This is an optimization exercise on Yosys and OpenROAD, whose aim is small area, not a production implementation.
In this exercise RTL edits were held to simulation tests only and were not proved equivalent to the original.
Power is estimated from default activity; no workload was simulated.

<file path="flow/design.v">
module alu_dp(
input [31:0]an,
input [31:0]b,
input sub,
input s_a,input s_a_n,
input s_l,input s_l_n,
input s_or,input s_or_n,
output [31:0]r,
output co
);
wire [32:0]c;             
assign c[0]=sub;
genvar i;
generate for(i=0;i<32;i=i+1) begin:bt
  wire xn;                
  g_xnor2 ux(.a(b[i]),.b(sub),.y(xn));
  if(i%2==0) begin:e
    wire p,g,s,rn;
    g_xor2 up(.a(an[i]),.b(xn),.y(p));
    g_nor2 ug(.a(an[i]),.b(xn),.y(g));
    g_a21oi uc(.a1(p),.a2(c[i]),.b1(g),.y(c[i+1]));
    g_xor2 us(.a(p),.b(c[i]),.y(s));
    g_aoi222 ur(.a(s),.sa(s_a),.b(g),.sb(s_l),.c(p),.sc(s_or),.y(rn));
    g_inv ui(.a(rn),.y(r[i]));
  end else begin:o
    wire pn,gn,s,l;
    g_xnor2 up(.a(an[i]),.b(xn),.y(pn));
    g_or2 ug(.a(an[i]),.b(xn),.y(gn));
    g_o21ai uc(.a1(pn),.a2(c[i]),.b1(gn),.y(c[i+1]));
    g_xor2 us(.a(pn),.b(c[i]),.y(s));
    g_o21ai ul(.a1(pn),.a2(s_or_n),.b1(gn),.y(l));
    g_ao22 ur(.a(s),.sa(s_a),.b(l),.sb(s_l),.y(r[i]));
  end
end endgenerate
assign co=c[32];
endmodule
module add30(
input [29:0]a,
input [15:0]imm,
output [29:0]s
);
wire [29:0]bb={{14{imm[15]}},imm};
wire [30:0]c;             
g_ha u0(.a(a[0]),.b(bb[0]),.s(s[0]),.co(c[1]));
genvar i;
generate for(i=1;i<30;i=i+1) begin:b
  if(i%2==1) begin:t
    wire p,gn;
    g_xor2 up(.a(a[i]),.b(bb[i]),.y(p));
    g_nand2 ug(.a(a[i]),.b(bb[i]),.y(gn));
    g_a21boi uc(.a1(p),.a2(c[i]),.b1n(gn),.y(c[i+1]));
    g_xor2 us(.a(p),.b(c[i]),.y(s[i]));
  end else begin:n
    wire pn,gn;
    g_xnor2 up(.a(a[i]),.b(bb[i]),.y(pn));
    g_nand2 ug(.a(a[i]),.b(bb[i]),.y(gn));
    g_o21ai uc(.a1(pn),.a2(c[i]),.b1(gn),.y(c[i+1]));
    g_xor2 us(.a(pn),.b(c[i]),.y(s[i]));
  end
end endgenerate
endmodule
module inc32(
input [31:0]a,
output [31:0]s
);
wire [31:0]c;
assign s[0]=~a[0];
assign c[1]=a[0];
genvar i;
generate for(i=1;i<31;i=i+1) begin:b
  g_ha u(.a(a[i]),.b(c[i]),.s(s[i]),.co(c[i+1]));
end endgenerate
g_xor2 ut(.a(a[31]),.b(c[31]),.y(s[31]));
endmodule
module g_ao22(input a,input sa,input b,input sb,output y);
assign y=(a&sa)|(b&sb);
endmodule
module g_aoi222(input a,input sa,input b,input sb,input c,input sc,output y);
assign y=~((a&sa)|(b&sb)|(c&sc));
endmodule
module g_a21boi(input a1,input a2,input b1n,output y);
assign y=~((a1&a2)|~b1n);
endmodule
module g_a21oi(input a1,input a2,input b1,output y);
assign y=~((a1&a2)|b1);
endmodule
module g_o21ai(input a1,input a2,input b1,output y);
assign y=~((a1|a2)&b1);
endmodule
module g_o22ai(input a1,input a2,input b1,input b2,output y);
assign y=~((a1|a2)&(b1|b2));
endmodule
module g_xor2(input a,input b,output y);
assign y=a^b;
endmodule
module g_xnor2(input a,input b,output y);
assign y=~(a^b);
endmodule
module g_nor2(input a,input b,output y);
assign y=~(a|b);
endmodule
module g_nand2(input a,input b,output y);
assign y=~(a&b);
endmodule
module g_or2(input a,input b,output y);
assign y=a|b;
endmodule
module g_inv(input a,output y);
assign y=~a;
endmodule
module g_ha(input a,input b,output s,output co);
assign s=a^b;
assign co=a&b;
endmodule
module rf_wmux(input s,input sn,input a,input b,output y);
assign y=(s&a)|(sn&b);
endmodule
module rf_aoi222(input a0,input s0,input a1,input s1,input a2,input s2,output y);
assign y=~((a0&s0)|(a1&s1)|(a2&s2));
endmodule
module rf_or11n(input [10:0]n,output y);
assign y=~&n;
endmodule
module rf_rd33(input [32:0]x,input [32:0]s,output y);
wire [10:0]n;
genvar k;
generate for(k=0;k<11;k=k+1) begin:g
  rf_aoi222 a(.a0(x[3*k]),.s0(s[3*k]),.a1(x[3*k+1]),.s1(s[3*k+1]),.a2(x[3*k+2]),.s2(s[3*k+2]),.y(n[k]));
end endgenerate
rf_or11n o(.n(n),.y(y));
endmodule
module risc_cpu(
input clk,
input rst,
output [31:0]imem_addr,
input [31:0]imem_data,
output [31:0]dmem_addr,
output [31:0]dmem_wdata,
output dmem_we,
output dmem_re,
input [31:0]dmem_rdata
);
reg [31:0]pc;             
reg [31:0]ir;             
reg e_regwrite,e_memwrite,e_memread,e_regdst,e_alusrc;
reg e_fa_m,e_fa_x,e_fa_r,e_sb_m,e_sb_x,e_sb_r,e_sfw;  
reg [2:0]e_op;
reg [31:0]e_a,e_b;
reg [15:0]e_imm;
reg [4:0]e_rt;
reg x_regwrite,x_memwrite,x_memread;
reg [31:0]x_res,x_wd;
reg [4:0]x_rd;
reg m_regwrite;
reg [31:0]m_data;
reg [4:0]m_rd;
wire c0=ir[26],c1=ir[27],c2=ir[28],c3=ir[29],c5=ir[31];
wire d_jump=c1&~c0;
wire d_memread=c0&c1&~c3;
wire d_memwrite=c0&c1&c3;
wire d_alusrc=c0&c1;
wire d_regwrite=~((c5^c1)|c3|c2);
wire d_regdst=~c1;
wire [1:0]aluop={~c5&~c2,c2};
wire [5:0]fn=ir[5:0];
wire [2:0]d_op;
assign d_op[0]=aluop[1]&~aluop[0]&((fn[3]&~fn[2]&fn[1]&~fn[0])|(fn[2]&~fn[3]&fn[0]&~fn[1]));
assign d_op[1]=~aluop[1]|(aluop[1]&~aluop[0]&(fn[1]|~fn[3])&~fn[2]&~fn[0]);
assign d_op[2]=(~aluop[1]&aluop[0])|(~aluop[0]&aluop[1]&~fn[2]&fn[1]&~fn[0]);
wire [4:0]rs=ir[25:21],rt=ir[20:16];
wire [4:0]e_rd=e_imm[15:11];
wire stall=(e_memread&((e_rt==rt)|(e_rt==rs)))|(d_memwrite&((e_rd==rt)|(e_rd==rs)));
wire rf_we=m_regwrite&~rst;
wire [31:0]rd1,rd2;
wire [31:0]q[0:31];
wire [31:0]s1,s2;
reg byp1,byp2;
wire [31:0]ir_d;
always@(posedge clk) begin
  byp1<=~rst&x_regwrite&(x_rd==ir_d[25:21]);
  byp2<=~rst&x_regwrite&(x_rd==ir_d[20:16]);
end
genvar i,j;
generate for(i=0;i<32;i=i+1) begin:r
  reg [31:0]v;
  wire wen=rf_we&(m_rd==i);
  wire wn=~wen;
  wire [31:0]d;
  for(j=0;j<32;j=j+1) begin:b
    rf_wmux m(.s(wen),.sn(wn),.a(m_data[j]),.b(v[j]),.y(d[j]));
  end
  always@(posedge clk) v<=d;
  assign q[i]=v;
  assign s1[i]=~byp1&(rs==i);
  assign s2[i]=~byp2&(rt==i);
end endgenerate
generate for(j=0;j<32;j=j+1) begin:c
  wire [32:0]x;
  for(i=0;i<32;i=i+1) begin:e
    assign x[i]=q[i][j];
  end
  assign x[32]=m_data[j];
  rf_rd33 p1(.x(x),.s({byp1,s1}),.y(rd1[j]));
  rf_rd33 p2(.x(x),.s({byp2,s2}),.y(rd2[j]));
end endgenerate
wire flush=(rd1==rd2)&c2;
wire pcsrc=flush|d_jump;
wire [31:0]inc,npc;
wire [29:0]pcb;
inc32 ui(.a(pc),.s(inc));
add30 ub(.a(pc[31:2]),.imm(ir[15:0]),.s(pcb));
wire s_inc=~pcsrc;
wire s_br=pcsrc&c2;
wire s_j=pcsrc&~c2;
wire [31:0]jt={2'b00,pc[31:28],ir[23:0],2'b00};
genvar k;
generate for(k=0;k<32;k=k+1) begin:n
  if(k<2) begin:lo
    g_ao22 u(.a(inc[k]),.sa(s_inc),.b(pc[k]),.sb(s_br),.y(npc[k]));
  end else if(k>=30) begin:hi
    g_ao22 u(.a(inc[k]),.sa(s_inc),.b(pcb[k-2]),.sb(s_br),.y(npc[k]));
  end else begin:mid
    wire nn;
    g_aoi222 u(.a(inc[k]),.sa(s_inc),.b(pcb[k-2]),.sb(s_br),.c(jt[k]),.sc(s_j),.y(nn));
    g_inv v(.a(nn),.y(npc[k]));
  end
end endgenerate
assign imem_addr=npc;
wire f_hold=~rst&stall&~flush;
wire f_ldpc=~rst&~(stall&~flush);
wire f_ldir=~rst&~stall&~flush;
wire [31:0]pc_d;
generate for(k=0;k<32;k=k+1) begin:f
  g_ao22 up(.a(pc[k]),.sa(f_hold),.b(npc[k]),.sb(f_ldpc),.y(pc_d[k]));
  g_ao22 ui(.a(ir[k]),.sa(f_hold),.b(imem_data[k]),.sb(f_ldir),.y(ir_d[k]));
end endgenerate
always@(posedge clk) begin pc<=pc_d; ir<=ir_d; end
always@(posedge clk)
  if(rst) begin
    e_regwrite<=0; e_memwrite<=0; e_memread<=0; e_regdst<=0; e_rt<=0;
  end else begin
    e_regwrite<=d_regwrite&~stall;
    e_memwrite<=d_memwrite&~stall;
    e_memread<=d_memread&~stall;
    e_regdst<=d_regdst&~stall;
    e_rt<=rt;
  end
always@(posedge clk) begin
  e_alusrc<=alusrc_d;
  e_op<=stall?3'b010:d_op;
  e_a<=rd1;
  e_b<=rd2;
  e_imm<=ir[15:0];
end
wire [4:0]dest=e_regdst?e_rd:e_rt;
wire fa_m_d=x_regwrite&(x_rd!=0)&(x_rd==rs);
wire fa_x_d=~fa_m_d&e_regwrite&(dest!=0)&(dest==rs);
wire fb_m_d=x_regwrite&(x_rd!=0)&(x_rd==rt);
wire fb_x_d=~fb_m_d&e_regwrite&(dest!=0)&(dest==rt);
wire alusrc_d=d_alusrc&~stall;
always@(posedge clk) begin
  e_fa_m<=fa_m_d;
  e_fa_x<=fa_x_d;
  e_fa_r<=~fa_m_d&~fa_x_d;
  e_sb_m<=fb_m_d&~alusrc_d;
  e_sb_x<=fb_x_d&~alusrc_d;
  e_sb_r<=~fb_m_d&~fb_x_d&~alusrc_d;
  e_sfw<=(rt==x_rd);
end
wire [31:0]da_n,db;
wire kn=~(e_imm[15]&e_alusrc);
generate for(k=0;k<32;k=k+1) begin:x
  wire t,u;
  g_aoi222 ua(.a(m_data[k]),.sa(e_fa_m),.b(x_res[k]),.sb(e_fa_x),.c(e_a[k]),.sc(e_fa_r),.y(da_n[k]));
  g_aoi222 ub(.a(m_data[k]),.sa(e_sb_m),.b(x_res[k]),.sb(e_sb_x),.c(e_b[k]),.sc(e_sb_r),.y(t));
  if(k<16) begin:lo
    g_nand2 uc(.a(e_imm[k]),.b(e_alusrc),.y(u));
  end else begin:hi
    assign u=kn;
  end
  g_nand2 ud(.a(t),.b(u),.y(db[k]));
end endgenerate
wire sub=e_op[2];
wire s_a=e_op[1]&~e_op[0];
wire s_l=~e_op[2]&~e_op[1];
wire s_or=~e_op[2]&~e_op[1]&e_op[0];
wire s_slt=&e_op;
wire [31:0]ar;
wire co;
alu_dp ua(.an(da_n),.b(db),.sub(sub),.s_a(s_a),.s_a_n(~s_a),.s_l(s_l),.s_l_n(~s_l),
  .s_or(s_or),.s_or_n(~s_or),.r(ar),.co(co));
wire [31:0]result={ar[31:1],ar[0]|(s_slt&~co)};
wire [31:0]wdata;
generate for(k=0;k<32;k=k+1) begin:w
  g_ao22 u(.a(m_data[k]),.sa(e_sfw),.b(e_b[k]),.sb(~e_sfw),.y(wdata[k]));
end endgenerate
always@(posedge clk)
  if(rst) begin x_regwrite<=0; x_memwrite<=0; x_memread<=0; end
  else begin x_regwrite<=e_regwrite; x_memwrite<=e_memwrite; x_memread<=e_memread; end
always@(posedge clk) begin
  x_res<=result;
  x_wd<=wdata;
  x_rd<=dest;
end
assign dmem_addr=x_res;
assign dmem_wdata=x_wd;
assign dmem_we=x_memwrite;
assign dmem_re=x_memread;
always@(posedge clk)
  if(rst) m_regwrite<=0;
  else m_regwrite<=x_regwrite;
wire [31:0]m_data_d;
generate for(k=0;k<32;k=k+1) begin:m
  g_ao22 u(.a(dmem_rdata[k]),.sa(x_memread),.b(x_res[k]),.sb(~x_memread),.y(m_data_d[k]));
end endgenerate
always@(posedge clk) begin
  m_data<=m_data_d;
  m_rd<=x_rd;
end
endmodule
</file>
<file path="flow/flow/run.sh">
#!/bin/bash
# Layout: the standard flow (standard.sh) unchanged, except that
#  - the port buffers are sky130_fd_sc_hd__buf_1 (buffer_ports -buffer_cell);
#  - clock tree synthesis inserts no dummy loads (-dont_use_dummy_load).
# Each step's output goes to its own log file here.
set -euo pipefail
bash standard.sh synth > run_synth.log 2>&1
cat >> config.mk <<'CFG'
export BUFFER_PORTS_ARGS = -buffer_cell sky130_fd_sc_hd__buf_1
export CTS_ARGS = -sink_clustering_enable -repair_clock_nets -buf_list sky130_fd_sc_hd__clkbuf_8 -sink_clustering_size 16 -sink_clustering_max_diameter 65 -dont_use_dummy_load
CFG
bash standard.sh finish > run_layout.log 2>&1
</file>
<file path="flow/standard.sh">
#!/bin/bash
# synth_recipe.tcl (not shown) runs the flow's synth.tcl, then flattens the netlist and writes it again
# the make line also repeats each setting of config.mk as NAME=value (left out here)
make -C /OpenROAD-flow-scripts/flow DESIGN_CONFIG=/design/flow/config.mk WORK_HOME=/design/flow/orfs CLKGATE_MAP_FILE= SYNTH_SCRIPT=/design/flow/synth_recipe.tcl "${@:-finish}"
</file>
<file path="flow/config.mk">
export PLATFORM = sky130hd
export DESIGN_NAME = risc_cpu
export DESIGN_NICKNAME = risc_cpu
export VERILOG_FILES = /design/flow/design.v
export SDC_FILE = /design/flow/constraint.sdc
export NUM_CORES = 4
export LEC_CHECK = 0
export CAP_MARGIN = 20
export CORE_MARGIN = 2
export CORE_UTILIZATION = 40
export CTS_BUF_LIST = sky130_fd_sc_hd__clkbuf_8
export CTS_CLUSTER_DIAMETER = 65
export CTS_CLUSTER_SIZE = 16
export PLACE_DENSITY = 0.8
export SLEW_MARGIN = 20
export SYNTH_HIERARCHICAL = 1
export BUFFER_PORTS_ARGS = -buffer_cell sky130_fd_sc_hd__buf_1
export CTS_ARGS = -sink_clustering_enable -repair_clock_nets -buf_list sky130_fd_sc_hd__clkbuf_8 -sink_clustering_size 16 -sink_clustering_max_diameter 65 -dont_use_dummy_load
</file>
<file path="flow/constraint.sdc">
create_clock -name core_clock -period 10.0 [get_ports {clk}]
set_input_delay 2.0000 -clock core_clock [delete_from_list [all_inputs] [get_ports {clk}]]
set_output_delay 2.0000 -clock core_clock [all_outputs]
set_load 0.01 [all_outputs]
</file>
==> metrics.log, run 1 <==
INFO  metric clock.fmax = 107.0 MHz
INFO  metric cts.sinks = 1299
INFO  metric final_layout_size_suffix_gt1_frac = 0.08326
INFO  metric register_area = 26010 um2
INFO  metric h_tree_depth = 3
INFO  metric syn-num-nets = 4452
INFO  metric routedWlPerCell = 33.64 um
INFO  metric rows = 131
INFO  metric setup_viol = 0
INFO  metric power.net_switching = 4.223 mW
INFO  metric worst_path_largest_cell_delay = 340 ps
INFO  metric dieArea = 130600 um2
INFO  metric cts_made_buffers = 94
INFO  metric slew_headroom = 0.1849
INFO  metric timing.critical_path.max_delay_family = adder cells
INFO  metric initialDrtViolationCount = 12950
INFO  metric route.antenna.remaining_nets = 0
INFO  metric slowest_stage = sky130_fd_sc_hd__dfxtp_1
INFO  metric area_growth = 10.76%
INFO  metric worst_hold_path_type = reg2reg
INFO  metric timing_worst_setup_path_type = reg2out
INFO  metric final.min_clock_period = 9350 ps
INFO  metric antenna_found_initial = 21
INFO  metric overflow = 0
INFO  metric power.density = 203.0 nW/um2
INFO  metric post_synth_instance_area = 51090 um2
INFO  metric hold_ws = 411.5 ps
INFO  metric synthCells = 4355
INFO  metric synth.yosys.warnings = 7
INFO  metric core_area = 127200 um2
INFO  metric drt_first_pass_iters = 15
INFO  metric dpl.cell_count = 6336
INFO  metric ctsHoldBuffers = 0
INFO  metric post_cts.repair.setup_buffers = 0
INFO  metric final_cell_count_no_fill = 6441
INFO  metric final.period_utilization = 0.9350
INFO  metric floorplan.initialDensity = 0.4016
INFO  metric tritoncts_clock_tree = yes
INFO  metric clock_skew = 151.1 ps
INFO  metric worstMarginPinSlew = 1220 ps
INFO  metric clk_pin_slew_worst_paths = 100 ps
INFO  metric worst_skew_pair.late_latency = 860 ps
INFO  metric critPathBufInv = 1
INFO  metric ir_drop = 0.0001780 V
INFO  metric share_clk_of_total_power = 0.220
INFO  metric multiInputGateArea = 24830 um2
INFO  metric final_hold_viol_count = 0
INFO  metric ios = 164
INFO  metric wire_length_of_the_first_global_routing_pass = 310.9 mm
INFO  metric grt_pass1_vias = 48380
INFO  metric dp.final_hpwl = 124.2 mm
INFO  metric num_vias = 50410
INFO  metric power.static_leakage = 21.26 nW
INFO  metric postCtsResizedCells = 0
INFO  metric critical_path.most_common_cell = sky130_fd_sc_hd__ha_1
INFO  metric post_drt_via_cell_ratio = 7.826
INFO  metric die_span_in_x = 361.4 um
INFO  metric worst_ep_arrival_time = 7350 ps
INFO  metric maxSlewViolCount = 0
INFO  metric n_fill_cell = 11600
INFO  metric endpoint_class_of_the_critical_path = primary output
INFO  metric sequential_share_of_power = 0.523
INFO  metric setup_total_negative_slack = 0 ps
INFO  metric power_report.internal_total = 7.261 mW
INFO  metric cts_root_buf = sky130_fd_sc_hd__clkbuf_8
INFO  metric crit_path_start_kind = register
INFO  metric switching_share = 0.3677
INFO  metric maxCapViolations = 0
INFO  metric final_net_count = 4867
INFO  metric globalRouteTotalUtil = 0.3107
INFO  metric combinationalPowerShare = 0.257
INFO  metric place.port_buffers = 162
INFO  metric status = complete, no violations
INFO  metric synth_area_per_cell = 11.73 um2
INFO  metric grt_max_degree = 64
INFO  metric rsz_0062_raised_after_global_routing = no
INFO  metric clock_path_buffers = 3
INFO  metric place.gp.congestion = 1.074
INFO  metric die_height = 361.4 um
INFO  metric timing.critical_path.required = 8000 ps
INFO  metric wire_length_reported_by_the_detailed_router = 216.7 mm
INFO  metric critical_path.max_fanout = 3
INFO  metric remaining_drc_errors = 0
[worst paths after layout]
path | slack, ps | to | depth (start not counted) | startpoint
worst min-delay path | 410 | e_imm[4]$_DFF_P_ | 0 | ir[4]$_DFF_P_
worst max-delay path | 650 | imem_addr[31] | 33 | pc[1]$_DFF_P_
worst max register to register | 760 | x_res[0]$_DFF_P_ | 39 | e_sb_m$_DFF_P_
worst min register to register | 410 | e_imm[4]$_DFF_P_ | 0 | ir[4]$_DFF_P_
[power groups by stage]
stage,Clock (mW),Sequential (mW),Combinational [mW]
detailed placement,0,6.09,2.75
global route,2.66,6.03,3.01
finish,2.53,6.00,2.96
global placement,0,6.07,2.67
floorplan,0,6.29,1.28
CTS,2.49,5.98,2.76
[metrics by stage]
step / setup slack, ps / area, um2 / util / total power, mW
2_1_floorplan: 2111 / 51090 / - / 7.572
3_5_place_dp: 1477 / 55260 / 0.4344 / 8.836
5_1_grt: 432.1 / 56560 / 0.4447 / 11.71
6_report: 649.8 / 56580 / 0.4448 / 11.48
3_3_place_gp: 1564 / 55250 / 0.4344 / 8.740
4_1_cts: 672.6 / 56550 / 0.4446 / 11.22
[state kept, by name (all words and copies together) (netlist names), 3 cells and up]
name	cells
r.v	1024
e_a	32
e_b	32
m_data	32
pc	32
x_res	32
x_wd	32
ir	31
e_imm	16
e_rt	5
m_rd	5
x_rd	5
e_op	3
[cells in the final DEF (no fill, tap or decap), types with 2 or more instances in the layout]
master,count
sky130_fd_sc_hd__a211oi_1,2
sky130_fd_sc_hd__a21boi_2,14
sky130_fd_sc_hd__a21oi_2,16
sky130_fd_sc_hd__a222oi_1,812
sky130_fd_sc_hd__a22o_1,1171
sky130_fd_sc_hd__a31oi_1,2
sky130_fd_sc_hd__and3_1,2
sky130_fd_sc_hd__buf_1,162
sky130_fd_sc_hd__buf_4,186
sky130_fd_sc_hd__clkbuf_8,94
sky130_fd_sc_hd__clkinv_1,8
sky130_fd_sc_hd__dfxtp_1,1296
sky130_fd_sc_hd__dfxtp_2,2
sky130_fd_sc_hd__diode_2,11
sky130_fd_sc_hd__ha_1,31
sky130_fd_sc_hd__inv_1,82
sky130_fd_sc_hd__mux2i_1,5
sky130_fd_sc_hd__nand2_1,120
sky130_fd_sc_hd__nand2b_1,10
sky130_fd_sc_hd__nand3_1,74
sky130_fd_sc_hd__nand3_2,7
sky130_fd_sc_hd__nand4_1,135
sky130_fd_sc_hd__nor2_1,35
sky130_fd_sc_hd__nor2_2,64
sky130_fd_sc_hd__nor2_4,2
sky130_fd_sc_hd__nor2b_1,20
sky130_fd_sc_hd__nor3_1,14
sky130_fd_sc_hd__nor3_2,3
sky130_fd_sc_hd__nor4_1,12
sky130_fd_sc_hd__o21ai_1,47
sky130_fd_sc_hd__or2_1,16
sky130_fd_sc_hd__or2_2,2
sky130_fd_sc_hd__or3_1,65
sky130_fd_sc_hd__xnor2_1,90
sky130_fd_sc_hd__xor2_1,148
[routing by layer]
layer | GRT usage | up-vias | share of wire
met1 | 0.3747 | 24020 | 0.34
met4 | 0.2407 | 22 | 0.089
met5 | 0.002960 | - | 0.00089
li1 | - | 20090 | -
met3 | 0.1434 | 1111 | 0.18
met2 | 0.4242 | 5168 | 0.39
[area by class of cell]
type | instances | area share
timing repair buffer | 348 | 0.03543
tap | 1662 | 0.03675
inverter | 90 | 0.005971
sequential | 1299 | 0.4597
clock buffer | 94 | 0.02287
antenna | 11 | 0.0004865
multi-input combinational | 2937 | 0.4388
==> run 2, diff against run 1 <==
--- a/flow/design.v
+++ b/flow/design.v
@@ -8,31 +8,57 @@
 output [31:0]r,
 output co
 );
-wire [32:0]c;             
+wire [32:0]c;
+wire [31:0]pq,gq,gx;
+wire [8:0]cl;             
 assign c[0]=sub;
+assign cl[0]=sub;
 genvar i;
 generate for(i=0;i<32;i=i+1) begin:bt
   wire xn;                
   g_xnor2 ux(.a(b[i]),.b(sub),.y(xn));
   if(i%2==0) begin:e
-    wire p,g,s,rn;
-    g_xor2 up(.a(an[i]),.b(xn),.y(p));
-    g_nor2 ug(.a(an[i]),.b(xn),.y(g));
-    g_a21oi uc(.a1(p),.a2(c[i]),.b1(g),.y(c[i+1]));
-    g_xor2 us(.a(p),.b(c[i]),.y(s));
-    g_aoi222 ur(.a(s),.sa(s_a),.b(g),.sb(s_l),.c(p),.sc(s_or),.y(rn));
-    g_inv ui(.a(rn),.y(r[i]));
+    wire sn,ln;
+    g_xor2 up(.a(an[i]),.b(xn),.y(pq[i]));
+    g_nor2 ug(.a(an[i]),.b(xn),.y(gq[i]));
+    g_a21oi uc(.a1(pq[i]),.a2(c[i]),.b1(gq[i]),.y(c[i+1]));
+    g_xnor2 us(.a(pq[i]),.b(c[i]),.y(sn));
+    g_a21oi ul(.a1(pq[i]),.a2(s_or),.b1(gq[i]),.y(ln));
+    g_o22ai ur(.a1(sn),.a2(s_a_n),.b1(ln),.b2(s_l_n),.y(r[i]));
+    if(i>=4) begin:k
+      g_or2 uh(.a(an[i]),.b(xn),.y(gx[i]));
+    end else begin:z
+      assign gx[i]=1'b0;
+    end
   end else begin:o
-    wire pn,gn,s,l;
-    g_xnor2 up(.a(an[i]),.b(xn),.y(pn));
-    g_or2 ug(.a(an[i]),.b(xn),.y(gn));
-    g_o21ai uc(.a1(pn),.a2(c[i]),.b1(gn),.y(c[i+1]));
-    g_xor2 us(.a(pn),.b(c[i]),.y(s));
-    g_o21ai ul(.a1(pn),.a2(s_or_n),.b1(gn),.y(l));
+    wire s,l;
+    g_xnor2 up(.a(an[i]),.b(xn),.y(pq[i]));
+    g_or2 ug(.a(an[i]),.b(xn),.y(gq[i]));
+    assign gx[i]=1'b0;
+    if(i%4!=3) begin:u
+      g_o21ai uc(.a1(pq[i]),.a2(c[i]),.b1(gq[i]),.y(c[i+1]));
+    end
+    g_xor2 us(.a(pq[i]),.b(c[i]),.y(s));
+    g_o21ai ul(.a1(pq[i]),.a2(s_or_n),.b1(gq[i]),.y(l));
     g_ao22 ur(.a(s),.sa(s_a),.b(l),.sb(s_l),.y(r[i]));
   end
 end endgenerate
-assign co=c[32];
+g_o21ai ub0(.a1(pq[3]),.a2(c[3]),.b1(gq[3]),.y(cl[1]));
+genvar k;
+generate for(k=1;k<8;k=k+1) begin:la
+  wire g01,g23,p01,p23,gg,pp;
+  g_o21ai u1(.a1(pq[4*k+1]),.a2(gx[4*k]),.b1(gq[4*k+1]),.y(g01));
+  g_nor2b u2(.a(pq[4*k+1]),.bn(pq[4*k]),.y(p01));
+  g_o21ai u3(.a1(pq[4*k+3]),.a2(gx[4*k+2]),.b1(gq[4*k+3]),.y(g23));
+  g_nor2b u4(.a(pq[4*k+3]),.bn(pq[4*k+2]),.y(p23));
+  g_a21o u5(.a1(p23),.a2(g01),.b1(g23),.y(gg));
+  g_and2 u6(.a(p23),.b(p01),.y(pp));
+  g_a21o u7(.a1(pp),.a2(cl[k]),.b1(gg),.y(cl[k+1]));
+end endgenerate
+generate for(k=1;k<=8;k=k+1) begin:cb
+  assign c[4*k]=cl[k];
+end endgenerate
+assign co=cl[8];
 endmodule
 module add30(
 input [29:0]a,
@@ -112,6 +138,15 @@
 assign s=a^b;
 assign co=a&b;
 endmodule
+module g_a21o(input a1,input a2,input b1,output y);
+assign y=(a1&a2)|b1;
+endmodule
+module g_and2(input a,input b,output y);
+assign y=a&b;
+endmodule
+module g_nor2b(input a,input bn,output y);
+assign y=~(a|~bn);
+endmodule
 module rf_wmux(input s,input sn,input a,input b,output y);
 assign y=(s&a)|(sn&b);
 endmodule
--- a/flow/flow/run.sh
+++ b/flow/flow/run.sh
@@ -7,6 +7,6 @@
 bash standard.sh synth > run_synth.log 2>&1
 cat >> config.mk <<'CFG'
 export BUFFER_PORTS_ARGS = -buffer_cell sky130_fd_sc_hd__buf_1
-export CTS_ARGS = -sink_clustering_enable -repair_clock_nets -buf_list sky130_fd_sc_hd__clkbuf_8 -sink_clustering_size 16 -sink_clustering_max_diameter 65 -dont_use_dummy_load
+export CTS_ARGS = -sink_clustering_enable -repair_clock_nets -buf_list sky130_fd_sc_hd__clkbuf_8 -sink_clustering_size 14 -sink_clustering_max_diameter 60 -dont_use_dummy_load
 CFG
 bash standard.sh finish > run_layout.log 2>&1
==> flow/config.mk (replaced) <==
export PLATFORM = sky130hd
export DESIGN_NAME = risc_cpu
export DESIGN_NICKNAME = risc_cpu
export VERILOG_FILES = /design/flow/design.v
export SDC_FILE = /design/flow/constraint.sdc
export NUM_CORES = 4
export LEC_CHECK = 0
export CAP_MARGIN = 20
export CORE_MARGIN = 2
export CORE_UTILIZATION = 40
export CTS_BUF_LIST = sky130_fd_sc_hd__clkbuf_8
export CTS_CLUSTER_DIAMETER = 60
export CTS_CLUSTER_SIZE = 14
export PLACE_DENSITY = 0.6
export SLEW_MARGIN = 20
export SYNTH_HIERARCHICAL = 1
export BUFFER_PORTS_ARGS = -buffer_cell sky130_fd_sc_hd__buf_1
export CTS_ARGS = -sink_clustering_enable -repair_clock_nets -buf_list sky130_fd_sc_hd__clkbuf_8 -sink_clustering_size 14 -sink_clustering_max_diameter 60 -dont_use_dummy_load
==> run 2 against run 1 <==
  * Still clean
  * Synthesized area rose by 0.96%
  * Cell area grew 2.0%
  * Clock-buffer cell count increased by 22
  * Fmax shrank 0.70%
  * Critical endpoint unchanged
==> metrics.log, run 2 <==
INFO  metric place_ws = 1630 ps
INFO  metric grt_pass1_vias = 45780
INFO  metric synth_area_per_cell = 11.69 um2
INFO  metric critPathBufInv = 1
INFO  metric wire_length_reported_by_the_detailed_router = 236.2 mm
INFO  metric maxSlewViolCount = 0
INFO  metric worst_ep_arrival_time = 7420 ps
INFO  metric post_synth_instance_area = 51570 um2
INFO  metric proportion_of_register_bits_with_asynchronous_set_or_reset_after_synthesis = 0
INFO  metric cell_types_with_the_largest_area_share_after_synthesis = sky130_fd_sc_hd__dfxtp_1, sky130_fd_sc_hd__a22o_1, sky130_fd_sc_hd__a222oi_1
INFO  metric dp.final_hpwl = 143.8 mm
INFO  metric regMostFlops = r.v
INFO  metric floorplan.initialDensity = 0.4039
INFO  metric most_instantiated_library_cell_after_synthesis = sky130_fd_sc_hd__dfxtp_1
INFO  metric yosys.area.top_type = sky130_fd_sc_hd__dfxtp_1
INFO  metric cts_root_buf = sky130_fd_sc_hd__clkbuf_8
INFO  metric place.gp.congestion = 0.9559
INFO  metric drt_first_pass_iters = 14
INFO  metric dieArea = 131800 um2
INFO  metric rows = 131
INFO  metric overflow = 0
INFO  metric worst_skew_pair.late_latency = 910 ps
INFO  metric area_growth = 11.93%
INFO  metric antenna_found_initial = 28
INFO  metric r2r_cells = 16
INFO  metric die_height = 363.1 um
INFO  metric final_layout_size_suffix_gt1_frac = 0.09879
INFO  metric timing.final.ws_setup = 584.3 ps
INFO  metric remaining_drc_errors = 0
INFO  metric r2r-end = byp2$_DFF_P_
INFO  metric worst_hold_path_type = reg2reg
INFO  metric clock_path_buffers = 3
INFO  metric worstMarginPinSlew = 1143 ps
INFO  metric status = complete, no violations
INFO  metric multiInputGateArea = 25590 um2
INFO  metric timing_worst_setup_path_type = reg2out
INFO  metric wire_length_of_the_first_global_routing_pass = 331.2 mm
INFO  metric yosysTopAreaCellShare = 0.5042
INFO  metric synth.yosys.warnings = 7
INFO  metric ys.flop_type = sky130_fd_sc_hd__dfxtp_1
INFO  metric tritoncts_clock_tree = yes
INFO  metric setup_total_negative_slack = 0 ps
INFO  metric critical_path.max_fanout = 4
INFO  metric routedWlPerCell = 36.17 um
INFO  metric core_area = 127700 um2
INFO  metric syn-num-nets = 4509
INFO  metric ys_ff_latch = 1299
INFO  metric cts_made_buffers = 116
INFO  metric final_common_cell = sky130_fd_sc_hd__dfxtp_1
INFO  metric setup.reg_to_reg.worst_slack = 3090 ps
INFO  metric ios = 164
INFO  metric h_tree_depth = 3
INFO  metric maxCapViolations = 0
INFO  metric grt_max_degree = 38
INFO  metric n_fill_cell = 11870
INFO  metric route.antenna.remaining_nets = 0
INFO  metric slew_headroom = 0.2370
INFO  metric register_area = 26030 um2
INFO  metric num_vias = 49130
INFO  metric post_cts.repair.setup_buffers = 0
INFO  metric regToRegStartpoint = ir[22]$_DFF_P_
INFO  metric clock.fmax = 106.2 MHz
INFO  metric critical_path.most_common_cell = sky130_fd_sc_hd__ha_1
INFO  metric largest_register_ffs = 1024
INFO  metric hold_end = e_imm[8]$_DFF_P_
INFO  metric clk_pin_slew_worst_paths = 90 ps
INFO  metric synth-edff-count = 0
INFO  metric seq_area_frac_synth = 0.5042
INFO  metric worst_hold_startpoint = ir[8]$_DFF_P_
INFO  metric post_synth_num_cell_types = 51
INFO  metric timing.critical_path.max_delay_family = adder cells
INFO  metric clock_skew = 100.9 ps
INFO  metric layout_common_cells = sky130_fd_sc_hd__dfxtp_1, sky130_fd_sc_hd__a22o_1, sky130_fd_sc_hd__a222oi_1
INFO  metric postCtsResizedCells = 0
INFO  metric ctsHoldBuffers = 0
INFO  metric power.density = 209.0 nW/um2
INFO  metric power.static_leakage = 21.61 nW
INFO  metric final.period_utilization = 0.9416
INFO  metric holdPathStages = 0
INFO  metric finalPower = 12.07 mW
INFO  metric synthCells = 4412
INFO  metric synth_commonest_cells = sky130_fd_sc_hd__dfxtp_1, sky130_fd_sc_hd__a22o_1, sky130_fd_sc_hd__a222oi_1, sky130_fd_sc_hd__nand4_1, sky130_fd_sc_hd__xor2_1
INFO  metric worst_path_largest_cell_delay = 340 ps
INFO  metric initialDrtViolationCount = 11490
INFO  metric ir_drop = 0.0001874 V
INFO  metric final_net_count = 4958
INFO  metric rsz_0062_raised_after_global_routing = no
INFO  metric post_drt_via_cell_ratio = 7.522
INFO  metric cts.sinks = 1299
INFO  metric crit_path_start_kind = register
INFO  metric globalRouteTotalUtil = 0.3396
INFO  metric place.port_buffers = 162
INFO  metric slowest_stage = sky130_fd_sc_hd__dfxtp_1
INFO  metric endpoint_class_of_the_critical_path = primary output
INFO  metric final_hold_viol_count = 0
INFO  metric final.min_clock_period = 9416 ps
INFO  metric timing.critical_path.required = 8000 ps
INFO  metric setup_viol = 0
INFO  metric die_span_in_x = 363.1 um
run 2: changes by cell type in the layout (fill, tap and decap cells not counted), moves of 16 or more:
cell and change:
sky130_fd_sc_hd__o22ai_1 +16, sky130_fd_sc_hd__a21oi_2 +16, sky130_fd_sc_hd__xor2_1 -16, sky130_fd_sc_hd__clkbuf_8 +22, sky130_fd_sc_hd__dfxtp_2 +20, sky130_fd_sc_hd__nor2_2 -47, sky130_fd_sc_hd__a222oi_1 -16, sky130_fd_sc_hd__nor2_4 +46
sky130_fd_sc_hd__dfxtp_1 -19, sky130_fd_sc_hd__xnor2_1 +16
run 2: power breakdown:
group / switching [mW] / internal, mW
combinational: 2.33 / 0.879
sequential: 0.455 / 5.59
clock: 1.78 / 1.02
total: 4.57 / 7.49
run 2: worst register-to-register path, cell delays in order, from the launching register on:
cell and delay (ps):
sky130_fd_sc_hd__dfxtp_1 920, sky130_fd_sc_hd__nand2b_1 820, sky130_fd_sc_hd__nor2_4 360, sky130_fd_sc_hd__buf_4 340, sky130_fd_sc_hd__a222oi_1 350, sky130_fd_sc_hd__nand4_1 430, sky130_fd_sc_hd__or3_1 520, sky130_fd_sc_hd__xor2_1 170
sky130_fd_sc_hd__nor4_1 660, sky130_fd_sc_hd__nand4_1 310, sky130_fd_sc_hd__nor3_1 610, sky130_fd_sc_hd__nor3_2 120, sky130_fd_sc_hd__buf_4 270, sky130_fd_sc_hd__a22o_1 300, sky130_fd_sc_hd__xnor2_1 190, sky130_fd_sc_hd__nand4_1 130
sky130_fd_sc_hd__nor3_1 320
run 2: metal layers:
layer | global-route usage | routed length, um | part of all wire
met1 | 0.4294 | 87390 | 0.37
met2 | 0.4965 | 98940 | 0.42
met3 | 0.1107 | 32760 | 0.14
met4 | 0.2162 | 16970 | 0.072
met5 | 0.005084 | 173 | 0.00073
run 2: layout make-up:
type,count,share of cell area
Clock buffer,116,0.02766
Timing Repair Buffer,360,0.03663
Antenna cell,11,0.0004769
Tap cell,1662,0.03602
Sequential cell,1299,0.4510
Inverter,75,0.004877
Multi-Input combinational cell,3009,0.4434
run 2: cells by family (layout without fill, tap and decap cells):
logic type	count (synthesis)	after routing	share of synthesized area
and+or+nand+nor	626	626	0.06570
AOI/OAI and AO/OA	2109	2109	0.3728
other	0	11	0
DFF	1299	1299	0.5042
xor gates and xnor gates	238	238	0.04042
buffers and inverters	104	551	0.008370
adders and majority gates	31	31	0.007521
muxes	5	5	0.0009705
run 2: Yosys stat by module (local to each module, per instance), a selection:
module / area [um2] / copies in the design / cells inside / flops+latches
rf_or11n: 23.77 / 64 / 4 / 0
g_nor2b: 13.76 / 14 / 1 / 0
g_ha: 12.51 / 31 / 1 / 0
g_a21boi: 11.26 / 14 / 1 / 0
g_aoi222: 10.01 / 92 / 1 / 0
g_xnor2: 8.758 / 78 / 1 / 0
g_ao22: 8.758 / 147 / 1 / 0
g_o22ai: 6.256 / 16 / 1 / 0
g_and2: 6.256 / 7 / 1 / 0
inc32: 3.754 / 1 / 1 / 0
g_nor2: 3.754 / 16 / 1 / 0
run 2: worst max-delay path by stage:
| stage | startpoint | to | slack [ps] | cells after the start |
|---|---|---|---|---|
| 2_1_floorplan | pc[1]$_DFF_P_ | imem_addr[31] | 2110 | 32 |
| 3_3_place_gp | pc[1]$_DFF_P_ | imem_addr[31] | 1570 | 33 |
| 3_5_place_dp | pc[0]$_DFF_P_ | imem_addr[31] | 1630 | 33 |
| 4_1_cts | pc[0]$_DFF_P_ | imem_addr[31] | 580 | 33 |
| 5_1_grt | ir[1]$_DFF_P_ | imem_addr[31] | 150 | 32 |
| 6_report | pc[0]$_DFF_P_ | imem_addr[31] | 580 | 33 |
run 2: per-stage QoR:
step	hold WS, ps	utilization	cell area (um2)	cells
floorplan	329.0	-	51570	4412
CTS	428.1	0.4517	57670	6520
detailed placement	407.1	0.4392	56070	6404
global placement	402.0	0.4392	56070	6404
finish	419.0	0.4521	57730	6532
global route	433.4	0.4520	57710	6525
==> run 3, diff against run 2 <==
--- a/flow/flow/run.sh
+++ b/flow/flow/run.sh
@@ -7,6 +7,6 @@
 bash standard.sh synth > run_synth.log 2>&1
 cat >> config.mk <<'CFG'
 export BUFFER_PORTS_ARGS = -buffer_cell sky130_fd_sc_hd__buf_1
-export CTS_ARGS = -sink_clustering_enable -repair_clock_nets -buf_list sky130_fd_sc_hd__clkbuf_8 -sink_clustering_size 14 -sink_clustering_max_diameter 60 -dont_use_dummy_load
+export CTS_ARGS = -sink_clustering_enable -repair_clock_nets -buf_list sky130_fd_sc_hd__clkbuf_8 -sink_clustering_size 18 -sink_clustering_max_diameter 70 -dont_use_dummy_load
 CFG
 bash standard.sh finish > run_layout.log 2>&1
==> flow/config.mk (replaced) <==
export PLATFORM = sky130hd
export DESIGN_NAME = risc_cpu
export DESIGN_NICKNAME = risc_cpu
export VERILOG_FILES = /design/flow/design.v
export SDC_FILE = /design/flow/constraint.sdc
export NUM_CORES = 4
export LEC_CHECK = 0
export CAP_MARGIN = 20
export CORE_MARGIN = 2
export CORE_UTILIZATION = 40
export CTS_BUF_LIST = sky130_fd_sc_hd__clkbuf_8
export CTS_CLUSTER_DIAMETER = 70
export CTS_CLUSTER_SIZE = 18
export PLACE_DENSITY = 0.6
export SLEW_MARGIN = 20
export SYNTH_HIERARCHICAL = 1
export BUFFER_PORTS_ARGS = -buffer_cell sky130_fd_sc_hd__buf_1
export CTS_ARGS = -sink_clustering_enable -repair_clock_nets -buf_list sky130_fd_sc_hd__clkbuf_8 -sink_clustering_size 18 -sink_clustering_max_diameter 70 -dont_use_dummy_load
==> run 3 against run 2 <==
  * Clock-buffer cell count is 24 lower
  * Combinational power barely moved
  * Global-route usage barely moved
  * Critical path depth is 18 lower
  * Clock power fell by 9.6%
  * Wire length hardly changed
  * Total power shrank 2.1%
  * Final cell count decreased by 0.35%
  * Hold slack worse by 8.7 ps
  * Die area unchanged
==> metrics.log, run 3 <==
INFO  metric seq_area_frac_synth = 0.5042
INFO  metric endpoint_class_of_the_critical_path = primary output
INFO  metric regToRegStartpoint = ir[22]$_DFF_P_
INFO  metric drt_first_pass_iters = 13
INFO  metric setup_viol = 0
INFO  metric remaining_drc_errors = 0
INFO  metric final.period_utilization = 0.9436
INFO  metric place.port_buffers = 162
INFO  metric proportion_of_register_bits_with_asynchronous_set_or_reset_after_synthesis = 0
INFO  metric dp.final_hpwl = 143.8 mm
INFO  metric worst_hold_startpoint = ir[11]$_DFF_P_
INFO  metric cts.sinks = 1299
INFO  metric ys_ff_latch = 1299
INFO  metric grt_max_degree = 38
INFO  metric postCtsResizedCells = 0
INFO  metric maxSlewViolCount = 0
INFO  metric place.gp.congestion = 0.9559
INFO  metric multiInputGateArea = 25590 um2
INFO  metric final_net_count = 4934
INFO  metric die_height = 363.1 um
INFO  metric crit_path_launch = ir[22]$_DFF_P_
INFO  metric worst_ep_arrival_time = 7440 ps
INFO  metric wire_length_reported_by_the_detailed_router = 236.4 mm
INFO  metric num_vias = 49110
INFO  metric clock_path_buffers = 3
INFO  metric final_common_cell = sky130_fd_sc_hd__dfxtp_1
INFO  metric critical_path.max_fanout = 32
INFO  metric timing_worst_setup_path_type = reg2out
INFO  metric ctsHoldBuffers = 0
INFO  metric overflow = 0
INFO  metric crit_path_start_kind = register
INFO  metric final_layout_size_suffix_gt1_frac = 0.09431
INFO  metric ios = 164
INFO  metric route.antenna.remaining_nets = 0
INFO  metric grt_pass1_vias = 45720
INFO  metric post_cts.repair.setup_buffers = 0
INFO  metric layout_common_cells = sky130_fd_sc_hd__dfxtp_1, sky130_fd_sc_hd__a22o_1, sky130_fd_sc_hd__a222oi_1
INFO  metric worstMarginPinSlew = 1165 ps
INFO  metric ys.flop_type = sky130_fd_sc_hd__dfxtp_1
INFO  metric post_drt_via_cell_ratio = 7.545
INFO  metric antenna_found_initial = 30
INFO  metric final.min_clock_period = 9436 ps
INFO  metric synth-edff-count = 0
INFO  metric clk_pin_slew_worst_paths = 110 ps
INFO  metric dpl_cell_area = 56070 um2
INFO  metric clock.fmax = 106.0 MHz
INFO  metric setup_total_negative_slack = 0 ps
INFO  metric syn-num-nets = 4509
INFO  metric final_hold_viol_count = 0
INFO  metric dieArea = 131800 um2
INFO  metric n_fill_cell = 11890
INFO  metric cts_made_buffers = 92
INFO  metric wire_length_of_the_first_global_routing_pass = 331.0 mm
INFO  metric initialDrtViolationCount = 11660
INFO  metric finalPower = 11.81 mW
INFO  metric yosysTopAreaCellShare = 0.5042
INFO  metric postLayoutCellArea = 57400 um2
INFO  metric largest_register_ffs = 1024
INFO  metric area_growth = 11.29%
INFO  metric floorplan.initialDensity = 0.4039
INFO  metric rows = 131
INFO  metric maxCapViolations = 0
INFO  metric synth_area_per_cell = 11.69 um2
INFO  metric ir_drop = 0.0001824 V
INFO  metric post_synth_num_cell_types = 51
INFO  metric cell_types_with_the_largest_area_share_after_synthesis = sky130_fd_sc_hd__dfxtp_1, sky130_fd_sc_hd__a22o_1, sky130_fd_sc_hd__a222oi_1
INFO  metric tritoncts_clock_tree = yes
INFO  metric finalCoreUtilization = 0.4495
INFO  metric status = complete, no violations
INFO  metric regMostFlops = r.v
INFO  metric most_instantiated_library_cell_after_synthesis = sky130_fd_sc_hd__dfxtp_1
INFO  metric synth.yosys.warnings = 7
INFO  metric routedWlPerCell = 36.32 um
INFO  metric synth_commonest_cells = sky130_fd_sc_hd__dfxtp_1, sky130_fd_sc_hd__a22o_1, sky130_fd_sc_hd__a222oi_1, sky130_fd_sc_hd__nand4_1, sky130_fd_sc_hd__xor2_1
INFO  metric worst_skew_pair.late_latency = 870 ps
INFO  metric cts_root_buf = sky130_fd_sc_hd__clkbuf_8
INFO  metric rsz_0062_raised_after_global_routing = no
INFO  metric synthCells = 4412
INFO  metric power.density = 205.8 nW/um2
INFO  metric h_tree_depth = 3
INFO  metric worst_hold_path_type = reg2reg
INFO  metric die_span_in_x = 363.1 um
INFO  metric post_synth_instance_area = 51570 um2
INFO  metric power.static_leakage = 21.43 nW
INFO  metric core_area = 127700 um2
INFO  metric clock_skew = 103.1 ps
INFO  metric register_area = 26030 um2
INFO  metric globalRouteTotalUtil = 0.3394
INFO  metric slew_headroom = 0.2226
INFO  metric yosys.area.top_type = sky130_fd_sc_hd__dfxtp_1
INFO  metric timing.critical_path.required = 8000 ps
## run 3: through the flow
stage                     setup WS [ps]  hold WS [ps]  cells
after CTS                         622.7         409.5   6496
final                             563.9         410.4   6509
after global routing              222.4         416.2   6503
after global placement             1567         402.0   6404
after floorplan                    2111         329.0   4412
after detailed placement           1630         407.1   6404
## run 3: layer usage
metal  share of wire  vias to the layer above  track usage
met1            0.37                    24200       0.4280
met4           0.070                       24       0.2122
li1                -                    20290            -
met2            0.42                     3851       0.5000
met3            0.14                      742       0.1099
met5          0.0010                        -     0.005084
## run 3: where the power goes
group          leakage, nW  internal (mW)  switching, mW
Clock                0.662          0.825           1.72
Combinational         10.3          0.879           2.34
Sequential            10.5           5.59          0.458
Total                 21.4           7.29           4.52
## run 3: final cells by class
cell class                 instances  share of cell area
sequential                      1299              0.4535
multi-input combinational       3009              0.4459
timing repair buffer             360             0.03684
tap                             1662             0.03623
clock buffer                      92             0.02206
inverter                          75            0.004905
antenna                           12           0.0005232
## run 3: cell families (layout without fill, tap and decap cells)
logic type,count (synthesis),in the layout,synth area share
AO/OA/AOI/OAI,2109,2109,0.3728
buffers and inverters,104,527,0.008370
multiplexers,5,5,0.0009705
adder cells (fa/ha/maj),31,31,0.007521
XOR/XNOR,238,238,0.04042
flip-flops,1299,1299,0.5042
other,0,12,0
AND/OR/NAND/NOR,626,626,0.06570
## run 3: modules after synthesis (local to each module, per instance), a selection
module    flip-flops and latches  area, um2
g_inv                          0      3.754
g_a21boi                       0      11.26
g_nand2                        0      3.754
g_a21o                         0      7.507
g_o22ai                        0      6.256
g_ao22                         0      8.758
rf_wmux                        0      8.758
g_nor2b                        0      13.76
g_ha                           0      12.51
rf_or11n                       0      23.77
g_aoi222                       0      10.01
g_o21ai                        0      5.005
g_nor2                         0      3.754
## run 3: worst paths after layout
check	end	cells past startpoint	slack (ps)
worst max-delay path	imem_addr[23]	15	560
worst min-delay path	e_imm[11]$_DFF_P_	0	410
worst max register to register	byp2$_DFF_P_	16	2980
worst min register to register	e_imm[11]$_DFF_P_	0	410
## run 3: critical path: stages, from the launching register on
cell	delay (ps)
sky130_fd_sc_hd__dfxtp_1	990
sky130_fd_sc_hd__nand2b_1	810
sky130_fd_sc_hd__nor2_4	360
sky130_fd_sc_hd__buf_4	330
sky130_fd_sc_hd__a222oi_1	330
sky130_fd_sc_hd__nand4_1	460
sky130_fd_sc_hd__or3_1	520
sky130_fd_sc_hd__xor2_1	170
sky130_fd_sc_hd__nor4_1	640
sky130_fd_sc_hd__nand4_1	320
sky130_fd_sc_hd__nor3_1	620
sky130_fd_sc_hd__o21a_1	180
sky130_fd_sc_hd__buf_4	350
sky130_fd_sc_hd__a222oi_1	130
sky130_fd_sc_hd__inv_1	130
sky130_fd_sc_hd__buf_1	210
==> run 4, diff against run 3 <==
==> flow/flow/run.sh (replaced) <==
#!/bin/bash
# Layout: the standard flow (standard.sh) unchanged, except that
#  - the port buffers are sky130_fd_sc_hd__buf_1 (buffer_ports -buffer_cell);
#  - clock tree synthesis inserts no dummy loads (-dont_use_dummy_load);
#  - the resizer may change a cell's footprint when it sizes it (MATCH_CELL_FOOTPRINT 0).
# Each step's output goes to its own log file here.
set -euo pipefail
bash standard.sh synth > run_synth.log 2>&1
cat >> config.mk <<'CFG'
export BUFFER_PORTS_ARGS = -buffer_cell sky130_fd_sc_hd__buf_1
export CTS_ARGS = -sink_clustering_enable -repair_clock_nets -buf_list sky130_fd_sc_hd__clkbuf_8 -sink_clustering_size 18 -sink_clustering_max_diameter 70 -dont_use_dummy_load
CFG
bash standard.sh MATCH_CELL_FOOTPRINT=0 finish > run_layout.log 2>&1
==> run 4 against run 3 <==
  * Wire length rose by 0.13%
  * Critical path type unchanged
  * First-iteration DRC count up 1.2%
  * Highest routed layer unchanged
  * Worst setup slack improved by 76 ps
  * Still clean
  * Combinational power barely moved
  * Die area did not move
  * Clock skew is 6.1 ps lower
==> metrics.log, run 4 <==
INFO  metric setup_total_negative_slack = 0 ps
INFO  metric place_ws = 1630 ps
INFO  metric power.static_leakage = 21.44 nW
INFO  metric cell_types_with_the_largest_area_share_after_synthesis = sky130_fd_sc_hd__dfxtp_1, sky130_fd_sc_hd__a22o_1, sky130_fd_sc_hd__a222oi_1
INFO  metric synth.yosys.warnings = 7
INFO  metric antenna_found_initial = 30
INFO  metric n_fill_cell = 11890
INFO  metric die_height = 363.1 um
INFO  metric cts.sinks = 1299
INFO  metric dpl_cell_area = 56070 um2
INFO  metric regMostFlops = r.v
INFO  metric dp.final_hpwl = 143.8 mm
INFO  metric synth_area_per_cell = 11.69 um2
INFO  metric wire_length_reported_by_the_detailed_router = 236.7 mm
INFO  metric timing.critical_path.depth = 33
INFO  metric worst_hold_path_type = reg2reg
INFO  metric endpoint_class_of_the_critical_path = primary output
INFO  metric place.gp.congestion = 0.9559
INFO  metric clk_pin_slew_worst_paths = 110 ps
INFO  metric power.density = 205.8 nW/um2
INFO  metric final.min_clock_period = 9360 ps
INFO  metric clock_path_buffers = 3
INFO  metric ys_ff_latch = 1299
INFO  metric grt_max_degree = 38
INFO  metric setup_viol = 0
INFO  metric regToRegStartpoint = ir[22]$_DFF_P_
INFO  metric synthCells = 4412
INFO  metric proportion_of_register_bits_with_asynchronous_set_or_reset_after_synthesis = 0
INFO  metric post_cts.repair.setup_buffers = 0
INFO  metric h_tree_depth = 3
INFO  metric rsz_0062_raised_after_global_routing = no
INFO  metric final_net_count = 4935
INFO  metric maxCapViolations = 0
INFO  metric wire_length_of_the_first_global_routing_pass = 331.0 mm
INFO  metric ios = 164
INFO  metric yosysTopAreaCellShare = 0.5042
INFO  metric clock_skew = 97.06 ps
INFO  metric postCtsResizedCells = 0
INFO  metric drt_first_pass_iters = 15
INFO  metric holdPathStages = 0
INFO  metric globalRouteTotalUtil = 0.3394
INFO  metric die_span_in_x = 363.1 um
INFO  metric critical_path.most_common_cell = sky130_fd_sc_hd__ha_1
INFO  metric cts_made_buffers = 92
INFO  metric critPathBufInv = 1
INFO  metric routedWlPerCell = 36.36 um
INFO  metric overflow = 0
INFO  metric slowest_stage = sky130_fd_sc_hd__dfxtp_1
INFO  metric num_vias = 49200
INFO  metric rows = 131
INFO  metric timing_worst_setup_path_type = reg2out
INFO  metric crit_path_launch = pc[0]$_DFF_P_
INFO  metric dpl.cell_count = 6404
INFO  metric initialDrtViolationCount = 11800
INFO  metric yosys.area.top_type = sky130_fd_sc_hd__dfxtp_1
INFO  metric most_instantiated_library_cell_after_synthesis = sky130_fd_sc_hd__dfxtp_1
INFO  metric slew_headroom = 0.2293
INFO  metric final_layout_size_suffix_gt1_frac = 0.09429
INFO  metric postLayoutCellArea = 57410 um2
INFO  metric worst_skew_pair.late_latency = 860 ps
INFO  metric critPathCapture = imem_addr[31]
INFO  metric dieArea = 131800 um2
INFO  metric grt_pass1_vias = 45720
INFO  metric final_hold_viol_count = 0
INFO  metric r2r-end = byp2$_DFF_P_
INFO  metric worstMarginPinSlew = 1154 ps
INFO  metric post_drt_via_cell_ratio = 7.557
INFO  metric cts_root_buf = sky130_fd_sc_hd__clkbuf_8
INFO  metric ys.flop_type = sky130_fd_sc_hd__dfxtp_1
INFO  metric setup.reg_to_reg.worst_slack = 3110 ps
INFO  metric core_area = 127700 um2
INFO  metric ir_drop = 0.0001821 V
INFO  metric r2r_cells = 16
INFO  metric crit_path_start_kind = register
INFO  metric final_common_cell = sky130_fd_sc_hd__dfxtp_1
INFO  metric area_growth = 11.32%
INFO  metric post_synth_instance_area = 51570 um2
INFO  metric status = complete, no violations
INFO  metric floorplan.initialDensity = 0.4039
INFO  metric synth_commonest_cells = sky130_fd_sc_hd__dfxtp_1, sky130_fd_sc_hd__a22o_1, sky130_fd_sc_hd__a222oi_1, sky130_fd_sc_hd__nand4_1, sky130_fd_sc_hd__xor2_1
INFO  metric maxSlewViolCount = 0
INFO  metric remaining_drc_errors = 0
INFO  metric seq_area_frac_synth = 0.5042
INFO  metric finalPower = 11.82 mW
INFO  metric worst_path_largest_cell_delay = 350 ps
INFO  metric final.period_utilization = 0.9360
INFO  metric tritoncts_clock_tree = yes
INFO  metric critical_path.max_fanout = 4
INFO  metric timing.final.ws_setup = 639.9 ps
INFO  metric synth-edff-count = 0
INFO  metric syn-num-nets = 4509
INFO  metric worst_ep_arrival_time = 7360 ps
INFO  metric largest_register_ffs = 1024
INFO  metric post_synth_num_cell_types = 51
INFO  metric clock.fmax = 106.8 MHz
INFO  metric route.antenna.remaining_nets = 0
INFO  metric timing.critical_path.required = 8000 ps
INFO  metric ctsHoldBuffers = 0
INFO  metric final_cell_count_no_fill = 6510
INFO  metric place.port_buffers = 162
INFO  metric layout_common_cells = sky130_fd_sc_hd__dfxtp_1, sky130_fd_sc_hd__a22o_1, sky130_fd_sc_hd__a222oi_1
INFO  metric timing.critical_path.max_delay_family = adder cells
## run 4: how the worst min path moves through the flow
stage / from / endpoint / slack, ps
final: ir[11]$_DFF_P_ / e_imm[11]$_DFF_P_ / 410
after global routing: ir[11]$_DFF_P_ / e_imm[11]$_DFF_P_ / 420
after CTS: ir[11]$_DFF_P_ / e_imm[11]$_DFF_P_ / 410
after detailed placement: ir[8]$_DFF_P_ / e_imm[8]$_DFF_P_ / 410
after global placement: ir[8]$_DFF_P_ / e_imm[8]$_DFF_P_ / 400
after floorplan: x_rd[0]$_DFF_P_ / m_rd[0]$_DFF_P_ / 330
## run 4: cell families after synthesis
kind of cell,synth area share
AO/OA/AOI/OAI,0.3728
XOR/XNOR,0.04042
adder cells (fa/ha/maj),0.007521
buffers and inverters,0.008370
flip-flops,0.5042
multiplexers,0.0009705
AND/OR/NAND/NOR,0.06570
## run 4: area by class of cell
| class | count | area [um2] | share of cell area |
|---|---|---|---|
| Antenna cell | 12 | 30.03 | 0.0005230 |
| Clock buffer | 92 | 1266 | 0.02205 |
| Inverter | 75 | 281.5 | 0.004903 |
| Multi-Input combinational cell | 3009 | 25590 | 0.4458 |
| Sequential cell | 1299 | 26030 | 0.4534 |
| Tap cell | 1662 | 2079 | 0.03622 |
| Timing Repair Buffer | 361 | 2130 | 0.03709 |
## run 4: per-module statistics from Yosys, one instance, submodules excluded, excerpt
module    cells  flip-flops and latches
risc_cpu   1702                    1299
rf_or11n      4                       0
g_nor2b       1                       0
g_aoi222      1                       0
g_ao22        1                       0
g_o22ai       1                       0
g_nor2        1                       0
## run 4: routing by layer
layer	vias up	GRT usage	routed length, um
met3	753	0.1099	31990
met4	24	0.2122	16520
li1	20300	-	-
met2	3947	0.5000	100100
met5	-	0.005084	305
met1	24180	0.4280	87760
## run 4: where the power goes
group | total [mW] | internal [mW] | switching (mW)
combinational | 3.22 | 0.879 | 2.34
clock | 2.55 | 0.825 | 1.72
sequential | 6.05 | 5.59 | 0.458
## run 4: per-stage QoR
stage	utilization	hold WS, ps
final	0.4496	411.0
after global routing	0.4495	416.2
after CTS	0.4491	409.5
after detailed placement	0.4392	407.1
after global placement	0.4392	402.0
after floorplan	-	329.0

## separate check: timing with driven ports
The flow's constraints put no driver on any port. The routed layouts listed below were extracted and timed again, unchanged, in two steps.
Step 1 sets driving cells, clkbuf_16 on the clock port and buf_2 on the other inputs (assumed; they add their load-dependent delay and slew).
Step 2 moves the port delays by t, midway between the first and last clock arrival at a register: inputs arrive t later, outputs are due t later. That takes back most of the time a late clock gives input paths.
Slacks: ideal ports / drivers / drivers and shift; pairs: ideal ports / drivers.
| run | t (ns) | setup slack, ns | clock arrival spread, ns | slew at the worst register clock pin (ns) | worst data-port slew with drivers (ns) |
|---|---|---|---|---|---|
| run 1 | 0.850 | 0.650 / 0.578 / 0.757 | 0.172 / 0.172 | 0.11 / 0.11 | 0.07 |
| run 2 | 0.938 | 0.584 / 0.512 / 1.450 | 0.122 / 0.122 | 0.10 / 0.10 | 0.09 |
| run 3 | 0.903 | 0.564 / 0.479 / 1.382 | 0.110 / 0.110 | 0.12 / 0.12 | 0.08 |
| run 4 | 0.906 | 0.640 / 0.554 / 1.461 | 0.112 / 0.113 | 0.12 / 0.12 | 0.08 |
After both steps setup and hold are still met in every run listed.
